What follows belongs to an exercise in optimizing a design on an open flow for small area; a production flow would make more cautious choices. The RTL was checked by simulation tests, not by an equivalence proof against the original design. Power is estimated from default activity; no workload was simulated.

## TLP_Completer
module TLP_Completer (
	clk,
	reset,
	in_data,
	in_ready,
	buffer_ready0,
	buffer_ready1,
	buffer_ready2,
	buffer_ready3,
	out_data0,
	out_data1,
	out_data2,
	out_data3
);
Size in the first run: ~2700 cells after synthesis.
clock: 10.0 ns
lec_check: 0
abc_area: 1
cap_margin: 20
core_margin: 2
core_utilization: 40
cts_buf_list: sky130_fd_sc_hd__clkbuf_4
slew_margin: 20
run.sh (not shown) runs the stock make flow with config.mk's settings and CLKGATE_MAP_FILE= SYNTH_SCRIPT=/design/flow/synth_recipe.tcl, a recipe that flattens the netlist after the stock synthesis.
The starting point completed with no timing, DRC or antenna violations.
==> next run, changes <==
- CTS_BUF_LIST: sky130_fd_sc_hd__clkbuf_4 -> sky130_fd_sc_hd__clkbuf_16
- CTS_CLUSTER_DIAMETER: unset -> 60
- CTS_CLUSTER_SIZE: unset -> 30
The changed run produced a clean layout; clock-buffer cell count falls by 206; clock power falls by about 8%; register-to-register slack is better by 0.04 ns; setup slack is worse by 0.37 ns; critical path depth does not change; wire length falls by 2.3%; area after synthesis is unchanged; die area stays the same.


run 1:
TLP_Completer, a different RTL version from the one above (not shown whole).
Size in the first run: roughly 1600 cells after synthesis, about 180 I/O pins.
Settings: LEC_CHECK=0, ABC_AREA=1, CAP_MARGIN=20, CORE_MARGIN=2, CORE_UTILIZATION=60, SLEW_MARGIN=20; clock period 10.0 ns.
standard.sh (not shown) runs the stock make flow with config.mk's settings and CLKGATE_MAP_FILE= SYNTH_SCRIPT=/design/flow/synth_recipe.tcl, a recipe that flattens the netlist after the stock synthesis.
==> flow/flow/run.sh <==
#!/bin/bash
# The standard layout with three changes. After the standard synthesis, its
# combinational logic is re-mapped for area by Yosys and ABC (the registers
# keep their names and cells); the port buffers are single strength; and the
# clock tree has no dummy loads. Each tool writes its output to a log here.
set -euo pipefail
export BUFFER_PORTS_ARGS="-buffer_cell sky130_fd_sc_hd__buf_1"
export CTS_ARGS="-sink_clustering_enable -repair_clock_nets -dont_use_dummy_load -buf_list sky130_fd_sc_hd__clkbuf_4 -sink_clustering_size 8 -sink_clustering_max_diameter 50"
bash standard.sh synth > standard_synth.log 2>&1
RES=$PWD/orfs/results/sky130hd/TLP_Completer/base
mkdir -p resyn
python3 flow/filter_lib.py "$FLOW_HOME/platforms/sky130hd/config.mk" \
	"$FLOW_HOME/platforms/sky130hd/lib/sky130_fd_sc_hd__tt_025C_1v80.lib" resyn/cells.lib > filter_lib.log 2>&1
python3 flow/split_lib.py resyn/cells.lib resyn/comb.lib resyn/seq.lib > split_lib.log 2>&1
# the cells ABC maps to: o22ai is left out, as ABC then maps the lane registers'
# hold logic to a22o instead of o22ai with an inverter on the register output
python3 flow/mklib.py resyn/comb.lib resyn/map.lib 'sky130_fd_sc_hd__o22ai_' > mklib.log 2>&1
cp "$RES/1_2_yosys.v" resyn/standard.v
sed "s/@T@/${RESYN_SECONDS:-60}/" flow/abc.script > resyn/abc.script
sed -e "s|@SEQLIB@|resyn/seq.lib|g" -e "s|@COMBLIB@|resyn/comb.lib|g" -e "s|@MAPLIB@|resyn/map.lib|g" -e "s|@IN@|resyn/standard.v|" \
	-e "s|@OUT@|resyn/remapped.v|" -e "s|@STAT0@|resyn/stat0.txt|" -e "s|@SCRIPT@|resyn/abc.script|" \
	flow/resyn.ys.in > resyn/resyn.ys
YOSYS=$(command -v yosys || echo "$FLOW_HOME/../tools/install/yosys/bin/yosys")
"$YOSYS" -l resyn.log -s resyn/resyn.ys > /dev/null 2>&1
cp resyn/remapped.v "$RES/1_2_yosys.v"
rm -f resyn/cells.lib resyn/comb.lib resyn/seq.lib resyn/map.lib
bash standard.sh finish > standard_finish.log 2>&1
==> flow/flow/abc.script <==
strash
&get -n
&deepsyn -T @T@
&put
dch -f
amap
topo
strash
dch -f
amap
topo
==> flow/flow/mklib.py <==
#!/usr/bin/env python3
"""Copy a liberty file without the cells whose names match any of the patterns.

usage: mklib.py in.lib out.lib pattern...
"""
import re
import sys

src, dst = sys.argv[1:3]
pats = sys.argv[3:]
out = []
skip = 0
depth = 0
for line in open(src).read().split("\n"):
    if skip:
        depth += line.count("{") - line.count("}")
        if depth <= 0:
            skip = 0
        continue
    m = re.match(r'\s*cell\s*\(\s*"?(\w+)"?\s*\)', line)
    if m and any(re.match(p, m.group(1)) for p in pats):
        depth = line.count("{") - line.count("}")
        skip = 1
        continue
    out.append(line)
open(dst, "w").write("\n".join(out))
==> flow/flow/resyn.ys.in <==
# Re-map the combinational logic of the standard synthesis for area. The
# registers are black boxes here, so they keep their names and cells.
read_liberty -lib @SEQLIB@
read_liberty -ignore_miss_func @COMBLIB@
read_verilog @IN@
hierarchy -top TLP_Completer
flatten
delete t:$scopeinfo
rename -hide w:*.*
opt_clean
tee -o @STAT0@ stat
abc -liberty @MAPLIB@ -script @SCRIPT@
opt_clean -purge
hilomap -hicell sky130_fd_sc_hd__conb_1 HI -locell sky130_fd_sc_hd__conb_1 LO
splitnets
opt_clean -purge
select TLP_Completer
write_verilog -noattr -nohex -nodec -selected @OUT@
Other scripts of this flow, unchanged in this note and not shown: flow/flow/filter_lib.py, flow/flow/split_lib.py
diff inputs: run 1 => run 2
# run 1
export LEC_CHECK = 0
export ABC_AREA = 1
export CAP_MARGIN = 20
export CORE_MARGIN = 2
export CORE_UTILIZATION = 60
export SLEW_MARGIN = 20
create_clock -name core_clock -period 10.0 [get_ports {clk}]
# run 2
export LEC_CHECK = 0
export ABC_AREA = 1
export CAP_MARGIN = 20
export CORE_MARGIN = 2
export CORE_UTILIZATION = 40
export SLEW_MARGIN = 20
create_clock -name core_clock -period 10.0 [get_ports {clk}]
diff --git a/flow/flow/run.sh b/flow/flow/run.sh
--- a/flow/flow/run.sh
+++ b/flow/flow/run.sh
@@ -7,3 +7,3 @@
 export BUFFER_PORTS_ARGS="-buffer_cell sky130_fd_sc_hd__buf_1"
-export CTS_ARGS="-sink_clustering_enable -repair_clock_nets -dont_use_dummy_load -buf_list sky130_fd_sc_hd__clkbuf_4 -sink_clustering_size 8 -sink_clustering_max_diameter 50"
+export CTS_ARGS="-sink_clustering_enable -repair_clock_nets -dont_use_dummy_load -buf_list sky130_fd_sc_hd__clkbuf_8 -sink_clustering_size 14 -sink_clustering_max_diameter 80"
 bash standard.sh synth > standard_synth.log 2>&1
@@ -14,8 +14,5 @@
 python3 flow/split_lib.py resyn/cells.lib resyn/comb.lib resyn/seq.lib > split_lib.log 2>&1
-# the cells ABC maps to: o22ai is left out, as ABC then maps the lane registers'
-# hold logic to a22o instead of o22ai with an inverter on the register output
-python3 flow/mklib.py resyn/comb.lib resyn/map.lib 'sky130_fd_sc_hd__o22ai_' > mklib.log 2>&1
 cp "$RES/1_2_yosys.v" resyn/standard.v
 sed "s/@T@/${RESYN_SECONDS:-60}/" flow/abc.script > resyn/abc.script
-sed -e "s|@SEQLIB@|resyn/seq.lib|g" -e "s|@COMBLIB@|resyn/comb.lib|g" -e "s|@MAPLIB@|resyn/map.lib|g" -e "s|@IN@|resyn/standard.v|" \
+sed -e "s|@SEQLIB@|resyn/seq.lib|g" -e "s|@COMBLIB@|resyn/comb.lib|g" -e "s|@IN@|resyn/standard.v|" \
 	-e "s|@OUT@|resyn/remapped.v|" -e "s|@STAT0@|resyn/stat0.txt|" -e "s|@SCRIPT@|resyn/abc.script|" \
@@ -25,3 +22,3 @@
 cp resyn/remapped.v "$RES/1_2_yosys.v"
-rm -f resyn/cells.lib resyn/comb.lib resyn/seq.lib resyn/map.lib
+rm -f resyn/cells.lib resyn/comb.lib resyn/seq.lib
 bash standard.sh finish > standard_finish.log 2>&1
==> flow/flow/abc.script <==
strash
&get -n
&deepsyn -T @T@
&put
dch -f
amap
topo
diff --git a/flow/flow/resyn.ys.in b/flow/flow/resyn.ys.in
--- a/flow/flow/resyn.ys.in
+++ b/flow/flow/resyn.ys.in
@@ -11,3 +11,3 @@
 tee -o @STAT0@ stat
-abc -liberty @MAPLIB@ -script @SCRIPT@
+abc -liberty @COMBLIB@ -script @SCRIPT@
 opt_clean -purge
removed: flow/flow/mklib.py
Notes after the runs:
Summary of the comparison: internal power component is higher in run 2, relative to run 1. Relative to run 1, the total of fill cells in the finished design measured on run 2 has increased by more than half. Delta (run 2 minus run 1): leakage power summed over all cells went down 0.28 nW; worst hold slack after final layout lower; share of post-route cells with drive strength above 1 now smaller; post-detailed-route wirelength per cell went down about 5%. Of run 2 and run 1, run 2 shows the lower count of clock-buffer cells in the layout, with run 1 above it. Comparing number of buffers other than clock buffers in the final layout for run 2 and run 1, the smaller number came from run 1.
Edits applied to the flow inputs when going from run 2 to run 3:
# run 2
export LEC_CHECK = 0
export ABC_AREA = 1
export CAP_MARGIN = 20
export CORE_MARGIN = 2
export CORE_UTILIZATION = 40
export SLEW_MARGIN = 20
create_clock -name core_clock -period 10.0 [get_ports {clk}]
# run 3
export LEC_CHECK = 0
export ABC_AREA = 1
export CAP_MARGIN = 20
export CORE_MARGIN = 2
export CORE_UTILIZATION = 60
export SLEW_MARGIN = 20
create_clock -name core_clock -period 10.0 [get_ports {clk}]
==> notes.md <==
- Changes observed in run 3 relative to run 2: fraction of power consumed by combinational cells increased by 0.3 points relative to the old numbers, power dissipated in combinational cells increased by about 2% relative to the old numbers, routed wire length decreased by 8.7% relative to the old numbers.
- Delta (run 3 minus run 2): final clock period utilization by the worst path has decreased; setup slack shows an increase of 240 ps.
- Final standard cell area without fillers was higher in run 2 than in run 3.
- Run 3: vertical extent of the die is 18% lower than what run 2 reported.
- On run 3: count of clock-buffer cells in the layout is about 2.3% lower than what run 2 gave.
- Run 3 ends up with lower number of placed cells counting well taps than run 2 does.
[inputs] run 4 vs run 3
diff --git a/flow/flow/run.sh b/flow/flow/run.sh
--- a/flow/flow/run.sh
+++ b/flow/flow/run.sh
@@ -7,3 +7,3 @@
 export BUFFER_PORTS_ARGS="-buffer_cell sky130_fd_sc_hd__buf_1"
-export CTS_ARGS="-sink_clustering_enable -repair_clock_nets -dont_use_dummy_load -buf_list sky130_fd_sc_hd__clkbuf_8 -sink_clustering_size 14 -sink_clustering_max_diameter 80"
+export CTS_ARGS="-sink_clustering_enable -repair_clock_nets -dont_use_dummy_load -buf_list sky130_fd_sc_hd__clkbuf_4 -sink_clustering_size 9 -sink_clustering_max_diameter 60"
 bash standard.sh synth > standard_synth.log 2>&1
@@ -14,5 +14,8 @@
 python3 flow/split_lib.py resyn/cells.lib resyn/comb.lib resyn/seq.lib > split_lib.log 2>&1
+# the cells ABC maps to: o22ai is left out, as ABC then maps the lane registers'
+# hold logic to a22o instead of o22ai with an inverter on the register output
+python3 flow/mklib.py resyn/comb.lib resyn/map.lib 'sky130_fd_sc_hd__o22ai_' > mklib.log 2>&1
 cp "$RES/1_2_yosys.v" resyn/standard.v
 sed "s/@T@/${RESYN_SECONDS:-60}/" flow/abc.script > resyn/abc.script
-sed -e "s|@SEQLIB@|resyn/seq.lib|g" -e "s|@COMBLIB@|resyn/comb.lib|g" -e "s|@IN@|resyn/standard.v|" \
+sed -e "s|@SEQLIB@|resyn/seq.lib|g" -e "s|@COMBLIB@|resyn/comb.lib|g" -e "s|@MAPLIB@|resyn/map.lib|g" -e "s|@IN@|resyn/standard.v|" \
 	-e "s|@OUT@|resyn/remapped.v|" -e "s|@STAT0@|resyn/stat0.txt|" -e "s|@SCRIPT@|resyn/abc.script|" \
@@ -22,3 +25,3 @@
 cp resyn/remapped.v "$RES/1_2_yosys.v"
-rm -f resyn/cells.lib resyn/comb.lib resyn/seq.lib
+rm -f resyn/cells.lib resyn/comb.lib resyn/seq.lib resyn/map.lib
 bash standard.sh finish > standard_finish.log 2>&1
==> flow/flow/abc.script <==
strash
&get -n
&deepsyn -T @T@
&put
dch -f
amap
topo
strash
dch -f
amap
topo
==> flow/flow/mklib.py (new file) <==
#!/usr/bin/env python3
"""Copy a liberty file without the cells whose names match any of the patterns.

usage: mklib.py in.lib out.lib pattern...
"""
import re
import sys

src, dst = sys.argv[1:3]
pats = sys.argv[3:]
out = []
skip = 0
depth = 0
for line in open(src).read().split("\n"):
    if skip:
        depth += line.count("{") - line.count("}")
        if depth <= 0:
            skip = 0
        continue
    m = re.match(r'\s*cell\s*\(\s*"?(\w+)"?\s*\)', line)
    if m and any(re.match(p, m.group(1)) for p in pats):
        depth = line.count("{") - line.count("}")
        skip = 1
        continue
    out.append(line)
open(dst, "w").write("\n".join(out))
diff --git a/flow/flow/resyn.ys.in b/flow/flow/resyn.ys.in
--- a/flow/flow/resyn.ys.in
+++ b/flow/flow/resyn.ys.in
@@ -11,3 +11,3 @@
 tee -o @STAT0@ stat
-abc -liberty @COMBLIB@ -script @SCRIPT@
+abc -liberty @MAPLIB@ -script @SCRIPT@
 opt_clean -purge
Findings:
Taking run 4 as 1.0, run 3 lands at 0.61 on clock-buffer cell count. Relative to run 3, post-layout total power has decreased by 0.64% in run 4. Run 4 vs. run 3: wire length on met2 essentially unchanged; sum of routed wire length over all layers increased about 1.3%. [compare] base=run 3 new=run 4: hold slack lower; routed length per placed instance higher.
The inputs of run 5 differ from those of run 4 as listed below.
diff --git a/flow/flow/run.sh b/flow/flow/run.sh
--- a/flow/flow/run.sh
+++ b/flow/flow/run.sh
@@ -7,3 +7,3 @@
 export BUFFER_PORTS_ARGS="-buffer_cell sky130_fd_sc_hd__buf_1"
-export CTS_ARGS="-sink_clustering_enable -repair_clock_nets -dont_use_dummy_load -buf_list sky130_fd_sc_hd__clkbuf_4 -sink_clustering_size 9 -sink_clustering_max_diameter 60"
+export CTS_ARGS="-sink_clustering_enable -repair_clock_nets -dont_use_dummy_load -buf_list sky130_fd_sc_hd__clkbuf_8 -sink_clustering_size 14 -sink_clustering_max_diameter 80"
 bash standard.sh synth > standard_synth.log 2>&1
[summary]
Between run 4 and run 5, the multi-input logic portion of the cell area does not differ in any meaningful way.
| overall fraction of global-route tracks in use | run 5 vs run 4 | 0.34 points lower |
Amount of wire on met2 after detailed routing, run 4 and run 5: higher on run 4
The iteration count of the initial detailed-routing pass number comes out lower for run 4 vs run 5.
Going from run 4 to run 5, the via count was found to have gone down by 155.
Summary — clock share of power, run 5 relative to run 4: higher, by 1.1 points.
Diff run 4 -> run 5: total power went up, combinational power share saw little to no change.
Looking only at peak supply drop, and setting everything else aside, the lower value of run 4 and run 5 goes to run 4.
Per the comparison of run 5 with run 4, utilization higher, number of clock buffer instances in the layout lower.


Setup of lane 1:
TLP_Completer, a different RTL version from the one above (not shown whole).
For scale: ~600 flip-flops, about 180 I/O pins, roughly 28000 sq um of cells after synthesis.
// TLP_Completer
module TLP_Completer (
	clk,
	reset,
	in_data,
	in_ready,
	buffer_ready0,
	buffer_ready1,
	buffer_ready2,
	buffer_ready3,
	out_data0,
	out_data1,
	out_data2,
	out_data3
);
==> flow/config.mk <==
export PLATFORM = sky130hd
export DESIGN_NAME = TLP_Completer
export DESIGN_NICKNAME = TLP_Completer
export VERILOG_FILES = /design/flow/design.v
export SDC_FILE = /design/flow/constraint.sdc
export NUM_CORES = 8
export LEC_CHECK = 0
export CAP_MARGIN = 20
export CORE_MARGIN = 2
export CORE_UTILIZATION = 40
export SLEW_MARGIN = 20
==> flow/constraint.sdc <==
create_clock -name core_clock -period 10.0 [get_ports {clk}]
set_input_delay 2.0000 -clock core_clock [delete_from_list [all_inputs] [get_ports {clk}]]
set_output_delay 2.0000 -clock core_clock [all_outputs]
set_load 0.01 [all_outputs]
run.sh (not shown) runs the stock make flow with config.mk's settings and CLKGATE_MAP_FILE= SYNTH_SCRIPT=/design/flow/synth_recipe.tcl, a recipe that flattens the netlist after the stock synthesis.
Stock flow here: none of the scripts above is used.
Input changes introduced in lane 2 (baseline for comparison: lane 1):
- ABC_AREA: unset -> 1
Results
- For the non-clock buffering overhead in the final layout, lane 2 came in 0.37 points lower than lane 1 did.
- Worst stage delay on the critical path for lane 2: 420 ps down relative to lane 1
- Compare lane 2 and lane 1 | met1 routing resource usage after global routing lower: lane 2
- Sequential cell count: lane 2 vs lane 1 identical
- Compared with lane 1, lane 2 shows a area of the mapped netlist that is 1.0% lower.
- Looking at cell depth of the worst flop-to-flop path, lane 2 sits above lane 1.
- Wire length on met3 ended up about 2.4% higher on lane 2 than on lane 1.
- Compared with lane 1, lane 2 improves number of vias in the routed layout.
- Compared with lane 1, lane 2 shows maximum operating frequency higher by about 6%.

==> static timing again, ports no longer ideal <==
No port has a modelled driver above. Below, the same layouts with a new extraction and two added sets of constraints. Step 1 assumes that a clkbuf_16 drives the clock port and a buf_2 every other input. Step 2, shift: input delay + t, output delay - t, t = (earliest + latest rising clock arrival at the registers) / 2. This alone moves slack from input paths to output paths. Three values: no drivers, after step 1, after step 2; two values: the first two.
| run | t (ns) | setup slack, ns | clock arrival spread, ns | cell pins on the clock port's net |
|---|---|---|---|---|
| the first run of note 1 | 1.034 | 4.803 / 4.838 / 3.804 | 0.060 / 0.061 | 1 |
| the second run of note 1 | 0.656 | 4.435 / 4.472 / 3.816 | 0.032 / 0.032 | 1 |
| run 1 | 0.731 | 1.601 / 1.629 / 0.898 | 0.132 / 0.133 | 1 |
| run 2 | 0.679 | 1.370 / 1.403 / 0.724 | 0.076 / 0.076 | 1 |
| run 3 | 0.625 | 1.608 / 1.636 / 1.011 | 0.069 / 0.068 | 1 |
| run 4 | 0.739 | 1.622 / 1.649 / 0.911 | 0.125 / 0.125 | 1 |
| run 5 | 0.609 | 1.460 / 1.484 / 0.875 | 0.060 / 0.060 | 1 |
| lane 1 | 0.667 | 3.079 / 3.118 / 2.451 | 0.024 / 0.024 | 1 |
| lane 2 | 0.663 | 3.457 / 3.497 / 2.834 | 0.023 / 0.022 | 1 |
After both steps every run listed still meets setup and hold. For the first run of note 1, which loses most, drivers alone change the setup slack by +0.035 ns; drivers and shift together by -0.999 ns.
